What follows belongs to an exercise in optimizing a design on an open flow for small area; a production flow would make more cautious choices.
Function was checked by simulation only, so behaviour that the tests miss may differ from the original.
Power is estimated from default activity; no workload was simulated.

==> flow/design.v, too long to show whole: its modules and the start of the top module <==
// module SERDESDECODE_1: 24 lines
// module LYCALOBLOCK: 1083 lines
// module LYFA: 4 lines
// module LYHA: 4 lines
// module LYAOI3: 3 lines
module LYCALOBLOCK(
    input CLK,
    input [1023:0] DATA,
    input signed [31:0] LYCALOTHR,
    input [255:0] LYCALOMASK,
    output reg LYCALOTRG,
    output reg LYCALOORTRG,
    output reg signed [(25+4)-1:0] LYCALOQSUM
    );
  // ...
==> flow/flow/run.sh <==
#!/bin/bash
# Standard ORFS layout, with single-strength port buffers, pins one track apart
# and a clock tree without dummy loads.
set -o pipefail
bash standard.sh \
  "BUFFER_PORTS_ARGS=-buffer_cell sky130_fd_sc_hd__buf_1" \
  "PLACE_PINS_ARGS=-min_distance 1 -min_distance_in_tracks" \
  "CTS_ARGS=-sink_clustering_enable -repair_clock_nets -dont_use_dummy_load -buf_list sky130_fd_sc_hd__clkbuf_8" \
  finish > standard.log 2>&1
==> flow/standard.sh <==
#!/bin/bash
# synth_recipe.tcl (not shown) runs the flow's synth.tcl, then flattens the netlist and writes it again
# the make line also repeats each setting of config.mk as NAME=value (left out here)
make -C /OpenROAD-flow-scripts/flow DESIGN_CONFIG=/design/flow/config.mk WORK_HOME=/design/flow/orfs CLKGATE_MAP_FILE= SYNTH_SCRIPT=/design/flow/synth_recipe.tcl "${@:-finish}"
==> flow/config.mk <==
export PLATFORM = sky130hd
export DESIGN_NAME = LYCALOBLOCK
export DESIGN_NICKNAME = LYCALOBLOCK
export VERILOG_FILES = /design/flow/design.v
export SDC_FILE = /design/flow/constraint.sdc
export NUM_CORES = 4
export LEC_CHECK = 0
export CAP_MARGIN = 20
export CORE_AREA = 2 2 218 218
export CTS_BUF_LIST = sky130_fd_sc_hd__clkbuf_8
export DIE_AREA = 0 0 220 220
export SLEW_MARGIN = 20
export SYNTH_HIERARCHICAL = 1
export SYNTH_MINIMUM_KEEP_SIZE = 0
==> flow/constraint.sdc <==
create_clock -name core_clock -period 4.5 [get_ports {CLK}]
set_input_delay 0.9000 -clock core_clock [delete_from_list [all_inputs] [get_ports {CLK}]]
set_output_delay 0.9000 -clock core_clock [all_outputs]
set_load 0.01 [all_outputs]
==> results.toml, run 1 <==
[cells_and_area]
n_all_buffers = 976
final_cells = 2409
largest_register_ffs = 29
final_util = 0.3692
layout.cells.most_common = "buf_1"
areaGrowthSynthToFinish_pct = 38.99
inverters = 41

[yosys]
async_flop_share = 0
syn-instance-count = 757
synth_top_cell_by_area = "fa_1"
synth_ff_type = "dfxtp_1"

[status]
outcome = "complete, no violations"

[cts]
clk_pin_slew_ps = 90
numCtsBuffers = 17

[critical_path]
start_kind = "flip-flop"
crit_cells = 9
crit_required_ps = 4810
r2r_cells = 9

[global_routing]
grt_pass1_vias = 12860
globalRouteOverflowTotal = 0

[placement]
dp_slack_ps = 401.2
placed_cells = 2340

[floorplanning]
num_rows = 79

[power]
intPower_mw = 4.797
p_seq_frac = 0.316
power_density_mw_per_mm2 = 480.6
p_comb_frac = 0.594

[detailed_routing]
vias = 11840

[sta]
relSlewSlack = 0.3633
rsz0062_at_grt = "false"
==> run 2, diff against run 1 <==
==> flow/flow/run.sh (replaced) <==
#!/bin/bash
# Standard ORFS layout, with single-strength port buffers, pins one track apart
# on met2/met4 (top and bottom edges) and met3 (left and right edges), and a
# clock tree without dummy loads.
set -o pipefail
bash standard.sh \
  "BUFFER_PORTS_ARGS=-buffer_cell sky130_fd_sc_hd__buf_1" \
  "IO_PLACER_V=met2 met4" \
  "PLACE_PINS_ARGS=-min_distance 1 -min_distance_in_tracks" \
  "CTS_ARGS=-sink_clustering_enable -repair_clock_nets -dont_use_dummy_load -buf_list sky130_fd_sc_hd__clkbuf_8" \
  finish > standard.log 2>&1
--- a/flow/config.mk
+++ b/flow/config.mk
@@ -6,9 +6,8 @@
 export NUM_CORES = 4
 export LEC_CHECK = 0
 export CAP_MARGIN = 20
-export CORE_AREA = 2 2 218 218
-export CTS_BUF_LIST = sky130_fd_sc_hd__clkbuf_8
-export DIE_AREA = 0 0 220 220
+export CORE_AREA = 2 2 168 168
+export DIE_AREA = 0 0 170 170
 export SLEW_MARGIN = 20
 export SYNTH_HIERARCHICAL = 1
 export SYNTH_MINIMUM_KEEP_SIZE = 0
==> run 2 against run 1 <==
Net effect: synthesized cell count did not move; area after synthesis did not move; the flow now stops in 5_1_grt.
==> results.toml, run 2 <==
[yosys]
yosys-top-cells-area = "fa_1, dfxtp_1, a222oi_1"
synthDistinctLibCells = 31
ys_seq_elements = 145
syn_nets = 2463
netlist_area_mm2 = 0.01229
synth_top_cell_by_area = "fa_1"
seq_area_frac_synth = 0.2362
synth_top_area_share = 0.6028
ys_warn_count = 7
synth_common_cells = "fa_1, dfxtp_1, a222oi_1"
synth_ff_type = "dfxtp_1"
synth_edf_count = 0
syn-instance-count = 757
async_flop_share = 0
synth_most_common_cell = "fa_1"
syn_area_per_cell_um2 = 16.23

[status]
lastStage = "5_1_grt"
firstError = "[ERROR GRT-0116] Global routing finished with congestion. Check the congestion regions in the DRC Viewer."
outcome = "stopped before the end"

[cts]
clockRootBuffer = "clkbuf_8"
hold_buffers = 0
numCtsBuffers = 17
clock-sinks = 145
clock_path_buffers = 2
cts_setup_buffers = 0
h-tree-depth = 4
cts-resized-gates = 0

[placement]
dp_hpwl_mm = 61.53
placed_cells = 2073
globalplace.congestion = 1.368
portBuffers = 975
placed_cell_area_mm2 = 0.01637

[floorplanning]
start_util = 0.4547
die_h_um = 170
die_x_um = 170
ioPinCount = 1344
num_rows = 60

[global_routing]
grt_max_degree = 17
grt_usage = 0.5140
grt_pass1_vias = 14910
globalRouteOverflowTotal = 68
grt_pass1_wl_mm = 100.0
## run 2: cell counts after synthesis
No cell type changed its count.
## run 2: stage by stage
stage          setup slack [ps]  total power, mW
4_1_cts                   598.2            8.654
3_5_place_dp              407.2            7.919
3_3_place_gp              427.7            7.449
2_1_floorplan             774.2            5.468
## run 2: modules after synthesis, one instance, submodules excluded
module	cells inside	times used	area, um2
LYFA	1	370	20.02
LYCALOBLOCK	279	1	3742
LYHA	1	23	12.51
LYAOI3	1	85	10.01
## run 2: kinds of logic after synthesis
group,count (synthesis),share of synthesized area
compound gates,112,0.08950
xor+xnor,1,0.0007129
fa+ha+maj,401,0.6327
buf+inv,41,0.01252
flops,145,0.2362
simple gates,57,0.02831
## run 2: worst max-delay path by stage
| stage | start | endpoint | slack, ps | cells after the start |
|---|---|---|---|---|
| floorplan | DATA[384] | r1_3_0$_DFF_P_ | 770 | 6 |
| global placement | DATA[403] | r1_23_1$_DFF_P_ | 430 | 7 |
| detailed placement | DATA[403] | r1_23_1$_DFF_P_ | 410 | 7 |
| CTS | r1_10_0$_DFF_P_ | r2_18_0$_DFF_P_ | 600 | 9 |
## run 2: metal layers
layer  GRT overflow  track usage
met5              0      0.01739
met4             21       0.4541
met3              0       0.3016
met2             47       0.7741
met1              0       0.4973
## run 2: power by group through the flow
stage          logic, mW  registers [mW]  clock network [mW]
4_1_cts             5.39            2.53               0.731
3_5_place_dp        5.36            2.56                   0
3_3_place_gp        4.94            2.51                   0
2_1_floorplan       2.98            2.48                   0
==> run 3, diff against run 2 <==
--- a/flow/config.mk
+++ b/flow/config.mk
@@ -6,8 +6,8 @@
 export NUM_CORES = 4
 export LEC_CHECK = 0
 export CAP_MARGIN = 20
-export CORE_AREA = 2 2 168 168
-export DIE_AREA = 0 0 170 170
+export CORE_AREA = 2 2 193 193
+export DIE_AREA = 0 0 195 195
 export SLEW_MARGIN = 20
 export SYNTH_HIERARCHICAL = 1
 export SYNTH_MINIMUM_KEEP_SIZE = 0
==> run 3 against run 2 <==
Net effect: the flow again stops in 5_1_grt; synthesized cell count unchanged; area after synthesis is the same.
==> results.toml, run 3 <==
[status]
outcome = "stopped before the end"
lastStage = "5_1_grt"
firstError = "[ERROR GRT-0116] Global routing finished with congestion. Check the congestion regions in the DRC Viewer."

[yosys]
syn_nets = 2463
synth_ff_type = "dfxtp_1"
synth_top_area_share = 0.6028
synthDistinctLibCells = 31
ys_seq_elements = 145
yosys-top-cells-area = "fa_1, dfxtp_1, a222oi_1"
synth_top_cell_by_area = "fa_1"
async_flop_share = 0
synth_most_common_cell = "fa_1"
synth_edf_count = 0
synth_common_cells = "fa_1, dfxtp_1, a222oi_1"
syn-instance-count = 757
ys_warn_count = 7
netlist_area_mm2 = 0.01229
seq_area_frac_synth = 0.2362
syn_area_per_cell_um2 = 16.23

[placement]
portBuffers = 975
placed_cells = 2198
globalplace.congestion = 1.264
dp_slack_ps = 451.4
dp_hpwl_mm = 58.48

[floorplanning]
die_x_um = 195
ioPinCount = 1344
num_rows = 69
start_util = 0.3438
die_h_um = 195

[global_routing]
grt_max_degree = 17
globalRouteOverflowTotal = 16
grt_pass1_wl_mm = 86.24
grt_pass1_vias = 14170
grt_usage = 0.3254

[cts]
clock-sinks = 145
clock_path_buffers = 2
cts-resized-gates = 0
h-tree-depth = 4
cts_setup_buffers = 0
clockRootBuffer = "clkbuf_8"
hold_buffers = 0
numCtsBuffers = 17
run 3: worst min path at each step:
stage	slack (ps)	depth (start not counted)	startpoint	to
detailed placement	310	0	r2_5_0$_DFF_P_	r3_5_0$_DFF_P_
CTS	300	0	r2_0_0$_DFF_P_	r3_0_0$_DFF_P_
floorplan	310	0	r3_0_0$_DFF_P_	LYCALOQSUM[0]$_DFF_P_
global placement	310	0	r3_5_0$_DFF_P_	LYCALOQSUM[5]$_DFF_P_
run 3: modules after synthesis (local to each module, per instance):
module       flip-flops and latches  cells inside  area (um2)  times used
LYAOI3                            0             1       10.01          85
LYCALOBLOCK                     145           279        3742           1
LYFA                              0             1       20.02         370
LYHA                              0             1       12.51          23
run 3: power groups by stage:
stage	Sequential [mW]	Combinational, mW	Clock (mW)
2_1_floorplan	2.48	2.98	0
3_3_place_gp	2.50	5.23	0
3_5_place_dp	2.51	5.26	0
4_1_cts	2.49	5.28	0.745
run 3: layer usage:
metal | GRT overflow | global-route usage
met1 | 0 | 0.3236
met2 | 11 | 0.4950
met3 | 1 | 0.2071
met4 | 4 | 0.2245
met5 | 0 | 0.03831
run 3: per-stage QoR:
step	power, mW	cell area, um2
after floorplan	5.468	12290
after global placement	7.730	16550
after detailed placement	7.769	16560
after CTS	8.514	16790
run 3: kinds of logic after synthesis:
kind of cell / after synthesis / share of synthesized area
AOI/OAI and AO/OA: 112 / 0.08950
xor gates and xnor gates: 1 / 0.0007129
and+or+nand+nor: 57 / 0.02831
DFF: 145 / 0.2362
adders and majority gates: 401 / 0.6327
buffers and inverters: 41 / 0.01252
==> run 4, diff against run 3 <==
--- a/flow/flow/run.sh
+++ b/flow/flow/run.sh
@@ -6,6 +6,7 @@
 bash standard.sh \
   "BUFFER_PORTS_ARGS=-buffer_cell sky130_fd_sc_hd__buf_1" \
   "IO_PLACER_V=met2 met4" \
+  "ROUTING_LAYER_ADJUSTMENT=0.10" \
   "PLACE_PINS_ARGS=-min_distance 1 -min_distance_in_tracks" \
   "CTS_ARGS=-sink_clustering_enable -repair_clock_nets -dont_use_dummy_load -buf_list sky130_fd_sc_hd__clkbuf_8" \
   finish > standard.log 2>&1
==> run 4 against run 3 <==
Net effect: the run again fails in 5_1_grt; area after synthesis unchanged; synthesized cell count unchanged.
==> results.toml, run 4 <==
[cts]
numCtsBuffers = 17
h-tree-depth = 4
hold_buffers = 0
cts-resized-gates = 0
cts_setup_buffers = 0
clock_path_buffers = 2
clock-sinks = 145
clockRootBuffer = "clkbuf_8"

[yosys]
async_flop_share = 0
syn_area_per_cell_um2 = 16.23
netlist_area_mm2 = 0.01229
synth_ff_type = "dfxtp_1"
synth_common_cells = "fa_1, dfxtp_1, a222oi_1"
syn_nets = 2463
ys_seq_elements = 145
synth_most_common_cell = "fa_1"
seq_area_frac_synth = 0.2362
synthDistinctLibCells = 31
syn-instance-count = 757
synth_top_area_share = 0.6028
yosys-top-cells-area = "fa_1, dfxtp_1, a222oi_1"
synth_edf_count = 0
synth_top_cell_by_area = "fa_1"
ys_warn_count = 7

[global_routing]
grt_max_degree = 17
globalRouteOverflowTotal = 16
grt_usage = 0.3254
grt_pass1_vias = 14170
grt_pass1_wl_mm = 86.24

[status]
lastStage = "5_1_grt"
outcome = "stopped before the end"
firstError = "[ERROR GRT-0116] Global routing finished with congestion. Check the congestion regions in the DRC Viewer."

[placement]
portBuffers = 975
globalplace.congestion = 1.264
placed_cell_area_mm2 = 0.01656
dp_hpwl_mm = 58.48

[floorplanning]
die_x_um = 195
num_rows = 69
ioPinCount = 1344
die_h_um = 195
start_util = 0.3438
[run 4: cell counts after synthesis]
No cell type changed its count.
[run 4: power groups by stage]
stage | logic (mW) | registers (mW) | clock network (mW)
2_1_floorplan | 2.98 | 2.48 | 0
3_3_place_gp | 5.23 | 2.50 | 0
3_5_place_dp | 5.26 | 2.51 | 0
4_1_cts | 5.28 | 2.49 | 0.745
[run 4: logic make-up after synthesis]
family                   Yosys count  synth area share
AO/OA/AOI/OAI                    112           0.08950
XOR/XNOR                           1         0.0007129
adder cells (fa/ha/maj)          401            0.6327
buffers and inverters             41           0.01252
flip-flops                       145            0.2362
AND/OR/NAND/NOR                   57           0.02831
[run 4: worst min path at each step]
stage / start / to / slack (ps)
CTS: r2_0_0$_DFF_P_ / r3_0_0$_DFF_P_ / 300
detailed placement: r2_5_0$_DFF_P_ / r3_5_0$_DFF_P_ / 310
global placement: r3_5_0$_DFF_P_ / LYCALOQSUM[5]$_DFF_P_ / 310
floorplan: r3_0_0$_DFF_P_ / LYCALOQSUM[0]$_DFF_P_ / 310
[run 4: metal layers]
metal,global-route usage,overflow
met1,0.3236,0
met2,0.4950,11
met3,0.2071,1
met4,0.2245,4
met5,0.03831,0
[run 4: metrics by stage]
stage / setup slack, ps / hold WS, ps / std cells / power (mW)
after floorplan: 774.2 / 309.6 / 757 / 5.468
after detailed placement: 451.4 / 312.1 / 2198 / 7.769
after CTS: 611.1 / 303.4 / 2215 / 8.514
after global placement: 449.4 / 310.4 / 2197 / 7.730
[run 4: per-module statistics from Yosys (local to each module, per instance)]
module       flip-flops and latches  cell area [um2]  times used  cells
LYFA                              0            20.02         370      1
LYHA                              0            12.51          23      1
LYAOI3                            0            10.01          85      1
LYCALOBLOCK                     145             3742           1    279
==> run 5, diff against run 4 <==
==> flow/flow/run.sh (replaced) <==
#!/bin/bash
# Standard ORFS layout, with single-strength port buffers, pins one track apart
# on met2/met4 (top and bottom edges) and met3 (left and right edges), global
# routing that reserves 10% of each layer instead of 20%, and a clock tree
# without dummy loads.
set -o pipefail
bash standard.sh \
  "BUFFER_PORTS_ARGS=-buffer_cell sky130_fd_sc_hd__buf_1" \
  "IO_PLACER_V=met2 met4" \
  "FASTROUTE_TCL=$PWD/flow/fastroute.tcl" \
  "PLACE_PINS_ARGS=-min_distance 1 -min_distance_in_tracks" \
  "CTS_ARGS=-sink_clustering_enable -repair_clock_nets -dont_use_dummy_load -buf_list sky130_fd_sc_hd__clkbuf_8" \
  finish > standard.log 2>&1
==> flow/flow/fastroute.tcl (new file) <==
set_global_routing_layer_adjustment $::env(MIN_ROUTING_LAYER)-$::env(MAX_ROUTING_LAYER) 0.1

set_routing_layers -clock $::env(MIN_CLK_ROUTING_LAYER)-$::env(MAX_ROUTING_LAYER)
set_routing_layers -signal $::env(MIN_ROUTING_LAYER)-$::env(MAX_ROUTING_LAYER)
==> run 5 against run 4 <==
Net effect: the flow again stops in 5_1_grt; synthesized cell count stayed put; area after synthesis unchanged.
==> results.toml, run 5 <==
[status]
outcome = "stopped before the end"
lastStage = "5_1_grt"
firstError = "[ERROR GRT-0116] Global routing finished with congestion. Check the congestion regions in the DRC Viewer."

[yosys]
async_flop_share = 0
synth_ff_type = "dfxtp_1"
synth_common_cells = "fa_1, dfxtp_1, a222oi_1"
netlist_area_mm2 = 0.01229
yosys-top-cells-area = "fa_1, dfxtp_1, a222oi_1"
syn_nets = 2463
syn-instance-count = 757
synth_most_common_cell = "fa_1"
ys_warn_count = 7
synth_top_area_share = 0.6028
syn_area_per_cell_um2 = 16.23
synth_edf_count = 0
synthDistinctLibCells = 31
ys_seq_elements = 145
synth_top_cell_by_area = "fa_1"
seq_area_frac_synth = 0.2362

[floorplanning]
num_rows = 69
start_util = 0.3438
ioPinCount = 1344
die_x_um = 195
die_h_um = 195

[cts]
cts_setup_buffers = 0
numCtsBuffers = 17
clock-sinks = 145
clockRootBuffer = "clkbuf_8"
clock_path_buffers = 2
cts-resized-gates = 0
hold_buffers = 0
h-tree-depth = 4

[placement]
placed_cells = 2197
globalplace.congestion = 1.123
portBuffers = 975
placed_cell_area_mm2 = 0.01655
dp_hpwl_mm = 60.76
dp_slack_ps = 436.4

[global_routing]
grt_usage = 0.3035
grt_pass1_vias = 14210
grt_pass1_wl_mm = 89.19
globalRouteOverflowTotal = 12
grt_max_degree = 17
[run 5: per-module statistics from Yosys, one instance, submodules excluded]
module / flops+latches / cell area [um2] / times used
LYFA: 0 / 20.02 / 370
LYAOI3: 0 / 10.01 / 85
LYCALOBLOCK: 145 / 3742 / 1
LYHA: 0 / 12.51 / 23
[run 5: power groups by stage]
| stage | Clock, mW | Combinational, mW | Sequential, mW |
|---|---|---|---|
| after floorplan | 0 | 2.98 | 2.48 |
| after global placement | 0 | 5.52 | 2.50 |
| after detailed placement | 0 | 5.54 | 2.53 |
| after CTS | 0.734 | 5.56 | 2.50 |
[run 5: worst min-delay path by stage]
stage                     from                     end  depth (start not counted)
4_1_cts        r3_10_0$_DFF_P_  LYCALOQSUM[10]$_DFF_P_                          0
3_5_place_dp   r2_27_0$_DFF_P_         r3_27_0$_DFF_P_                          0
3_3_place_gp   r3_15_0$_DFF_P_  LYCALOQSUM[15]$_DFF_P_                          0
2_1_floorplan   r3_0_0$_DFF_P_   LYCALOQSUM[0]$_DFF_P_                          0
[run 5: kinds of logic after synthesis]
group           count (synthesis)  synth area share
xor+xnor                        1         0.0007129
compound gates                112           0.08950
buf+inv                        41           0.01252
fa+ha+maj                     401            0.6327
simple gates                   57           0.02831
flops                         145            0.2362
[run 5: metrics by stage]
| step | total power, mW | utilization |
|---|---|---|
| 2_1_floorplan | 5.468 | - |
| 3_3_place_gp | 8.018 | 0.4632 |
| 3_5_place_dp | 8.068 | 0.4632 |
| 4_1_cts | 8.792 | 0.4697 |
[run 5: layer usage]
| layer | track usage | GRT overflow |
|---|---|---|
| met3 | 0.1671 | 0 |
| met5 | 0.01022 | 0 |
| met2 | 0.5025 | 11 |
| met1 | 0.3059 | 0 |
| met4 | 0.1659 | 1 |
==> run 6, diff against run 5 <==
==> flow/flow/run.sh (replaced) <==
#!/bin/bash
# Standard ORFS layout, with single-strength port buffers and pins one track apart.
set -o pipefail
bash standard.sh \
  "BUFFER_PORTS_ARGS=-buffer_cell sky130_fd_sc_hd__buf_1" \
  "PLACE_PINS_ARGS=-min_distance 1 -min_distance_in_tracks" \
  finish > standard.log 2>&1
--- a/flow/config.mk
+++ b/flow/config.mk
@@ -6,8 +6,9 @@
 export NUM_CORES = 4
 export LEC_CHECK = 0
 export CAP_MARGIN = 20
-export CORE_AREA = 2 2 193 193
-export DIE_AREA = 0 0 195 195
+export CORE_AREA = 2 2 218 218
+export CTS_BUF_LIST = sky130_fd_sc_hd__clkbuf_8
+export DIE_AREA = 0 0 220 220
 export SLEW_MARGIN = 20
 export SYNTH_HIERARCHICAL = 1
 export SYNTH_MINIMUM_KEEP_SIZE = 0
removed: flow/flow/fastroute.tcl
==> run 6 against run 5 <==
Net effect: the run now finishes clean; area after synthesis stayed put; synthesized cell count did not move.
==> results.toml, run 6 <==
[cts]
clock-sinks = 145
cts-resized-gates = 0
h-tree-depth = 4
clockRootBuffer = "clkbuf_8"
numCtsBuffers = 17
hold_buffers = 0
tritoncts = "yes"
clock_path_buffers = 2
clk-insertion-delay-late_ps = 450
cts_setup_buffers = 0
clk_pin_slew_ps = 100

[global_routing]
use_met2 = 0.4766
antenna_found_initial = 73
grt_pass1_wl_mm = 93.29
globalRouteOverflowTotal = 0
grt_use_met3 = 0.1329
grt_pass1_vias = 12890
gr-usage-met1 = 0.3109
top_usage_layer = "met2"
grt_usage = 0.2890
grt_max_degree = 17

[yosys]
synth_ff_type = "dfxtp_1"
synthDistinctLibCells = 31
synth-compound-area-share = 0.08950
synth_edf_count = 0
netlist_area_mm2 = 0.01229
syn_area_per_cell_um2 = 16.23
synth_fa_ha_area_frac = 0.6327
ys_seq_elements = 145
synth_common_cells = "fa_1, dfxtp_1, a222oi_1"
syn-instance-count = 757
synth_xor_xnor_area_share = 0.0007128
async_flop_share = 0
synth_top_cell_by_area = "fa_1"
yosys.area_share.simple = 0.02831
ys_warn_count = 7
muxShareOfSynthArea = 0
seq_area_frac_synth = 0.2362
synth_top_area_share = 0.6028
synth_most_common_cell = "fa_1"
yosys-top-cells-area = "fa_1, dfxtp_1, a222oi_1"
synth_top_family_by_area = "adder cells"
syn_nets = 2463

[job]
drv_cap = 0

[critical_path]
cpPeakStageDelay_ps = 440
worstPathArrival_ps = 4130
start_kind = "flip-flop"
crit_required_ps = 4820
path_common_cell = "fa_1"
critPathMaxFanout = 1
crit_path_top_delay_cell = "fa_1"
path_cells = "ha_1 -> fa_1 -> fa_1 -> fa_1 -> fa_1 -> fa_1 -> fa_1 -> fa_1 -> fa_1"
cp-end-kind = "flip-flop"
path_class = "reg -> reg"

[cells_and_area]
areaGrowthSynthToFinish_pct = 40.04
layout.cells.most_common = "buf_1"
n_fill_cell = 4765
top_register = "LYCALOQSUM"
drive_above_1_share = 0.02210
final_cell_mix = "buf_1, fa_1, dfxtp_1"
postLayoutCellArea_mm2 = 0.01721
nets = 3458
largest_register_ffs = 29

[placement]
portBuffers = 975
dp_hpwl_mm = 69.12
placed_cell_area_mm2 = 0.01671
globalplace.congestion = 1.154

[floorplanning]
die_h_um = 220
core_area_mm2 = 0.04626
dieArea_mm2 = 0.04840
start_util = 0.2656
num_rows = 79
ioPinCount = 1344
die_x_um = 220

[sta]
setup_viol = 0
relSlewSlack = 0.3455
rsz0062_at_grt = "false"
fmax_ghz = 0.2626
hold_viol_final = 0
fin_crit_ps = 3808
tns_ps = 0
tightest_slew_ps = 981.7
report.final.slew_viol_count = 0
clock_skew_ps = 16.73
period_share = 0.8463

[status]
outcome = "complete, no violations"

[detailed_routing]
ant_nets = 0
wl_per_cell_um = 29.96
routed_wl_mm = 72.46
vias_per_cell = 4.884
first_iter_violations = 1204
drc = 0
vias = 11820
first_pass_iters = 10

[power]
power_density_mw_per_mm2 = 490.5
ir_drop_v = 0.0003220
leakage_nw = 6.053

[min_path]
hold_class = "reg -> reg"
## run 6: critical path: cells and delay by family, from the launching register on
family	cells	cell delay [ps]
fa+ha+maj	9	3370
flops	1	310
## run 6: per-module statistics from Yosys, one instance, submodules excluded
module,times used,flip-flops and latches,cell area (um2)
LYHA,23,0,12.51
LYFA,370,0,20.02
LYCALOBLOCK,1,145,3742
LYAOI3,85,0,10.01
## run 6: per-stage QoR
stage               worst slack (ps)  std cells    util  hold slack [ps]  power [mW]
floorplan                      774.2        757       -            309.6       5.468
finish                         691.7       2419  0.3720            322.6       8.440
global route                   528.4       2398  0.3708            329.2       9.439
detailed placement             401.2       2340  0.3613            312.1       7.697
global placement               412.4       2340  0.3613            312.1       7.532
CTS                            638.7       2372  0.3694            329.2       8.702
## run 6: routing by layer
layer / vias up / wire length (um)
met5: - / 222
met4: 36 / 4372
met3: 337 / 9349
met2: 1018 / 34400
met1: 5643 / 24120
li1: 4781 / -
## run 6: final timing paths
kind / start / to / slack [ps] / depth (start not counted)
hold / removal: r3_9_0$_DFF_P_ / LYCALOQSUM[9]$_DFF_P_ / 320 / 0
setup / recovery: r1_10_0$_DFF_P_ / r2_18_0$_DFF_P_ / 690 / 9
setup reg to reg: r1_10_0$_DFF_P_ / r2_18_0$_DFF_P_ / 690 / 9
hold reg to reg: r3_9_0$_DFF_P_ / LYCALOQSUM[9]$_DFF_P_ / 320 / 0
## run 6: area by class of cell
cell class	instances	area [um2]	area share
clock buffers	17	234.0	0.01360
repair buffers	976	3667	0.2131
inverters	41	153.9	0.008944
multi-input cells	571	9231	0.5365
well taps	607	759.5	0.04414
diodes	47	117.6	0.006835
clock inverters	15	141.4	0.008216
flip-flops and latches	145	2903	0.1687
## run 6: cell families after synthesis
logic type / after synthesis
compound gates: 112
xor+xnor: 1
fa+ha+maj: 401
buf+inv: 41
flops: 145
simple gates: 57
## run 6: where the power goes
part / total [mW] / switching (mW) / internal, mW
Sequential: 2.58 / 0.445 / 2.14
Combinational: 4.89 / 2.56 / 2.33
Clock: 0.971 / 0.560 / 0.410
Total: 8.44 / 3.56 / 4.88

## afterwards: timing with drivers on the ports
The results above use ideal ports. As a check the final layouts listed here were re-extracted and re-timed, cells and wires unchanged. Step 1 sets driving cells, clkbuf_16 on the clock port and buf_2 on the other inputs (assumed; they add their load-dependent delay and slew). Step 2 adds t to the input delays and takes it off the output delays; t is the mean of the earliest and latest rising clock arrival at the registers after step 1. Input paths then give back, and output paths get back, about the clock's delay inside the block. Three values: ideal ports, drivers, drivers and shift; two values: the first two.
run	t, ns	setup WS [ns]	clock arrival spread, ns	worst register clock-pin slew, ns
run 1	0.468	0.691 / 0.691 / 0.457	0.035 / 0.034	0.09 / 0.09
run 6	0.475	0.692 / 0.692 / 0.406	0.020 / 0.020	0.10 / 0.10
After both steps setup and hold are still met in every run listed. The setup slack of run 6, which loses most, moves by 0.000 ns with the drivers and by -0.286 ns with both steps.
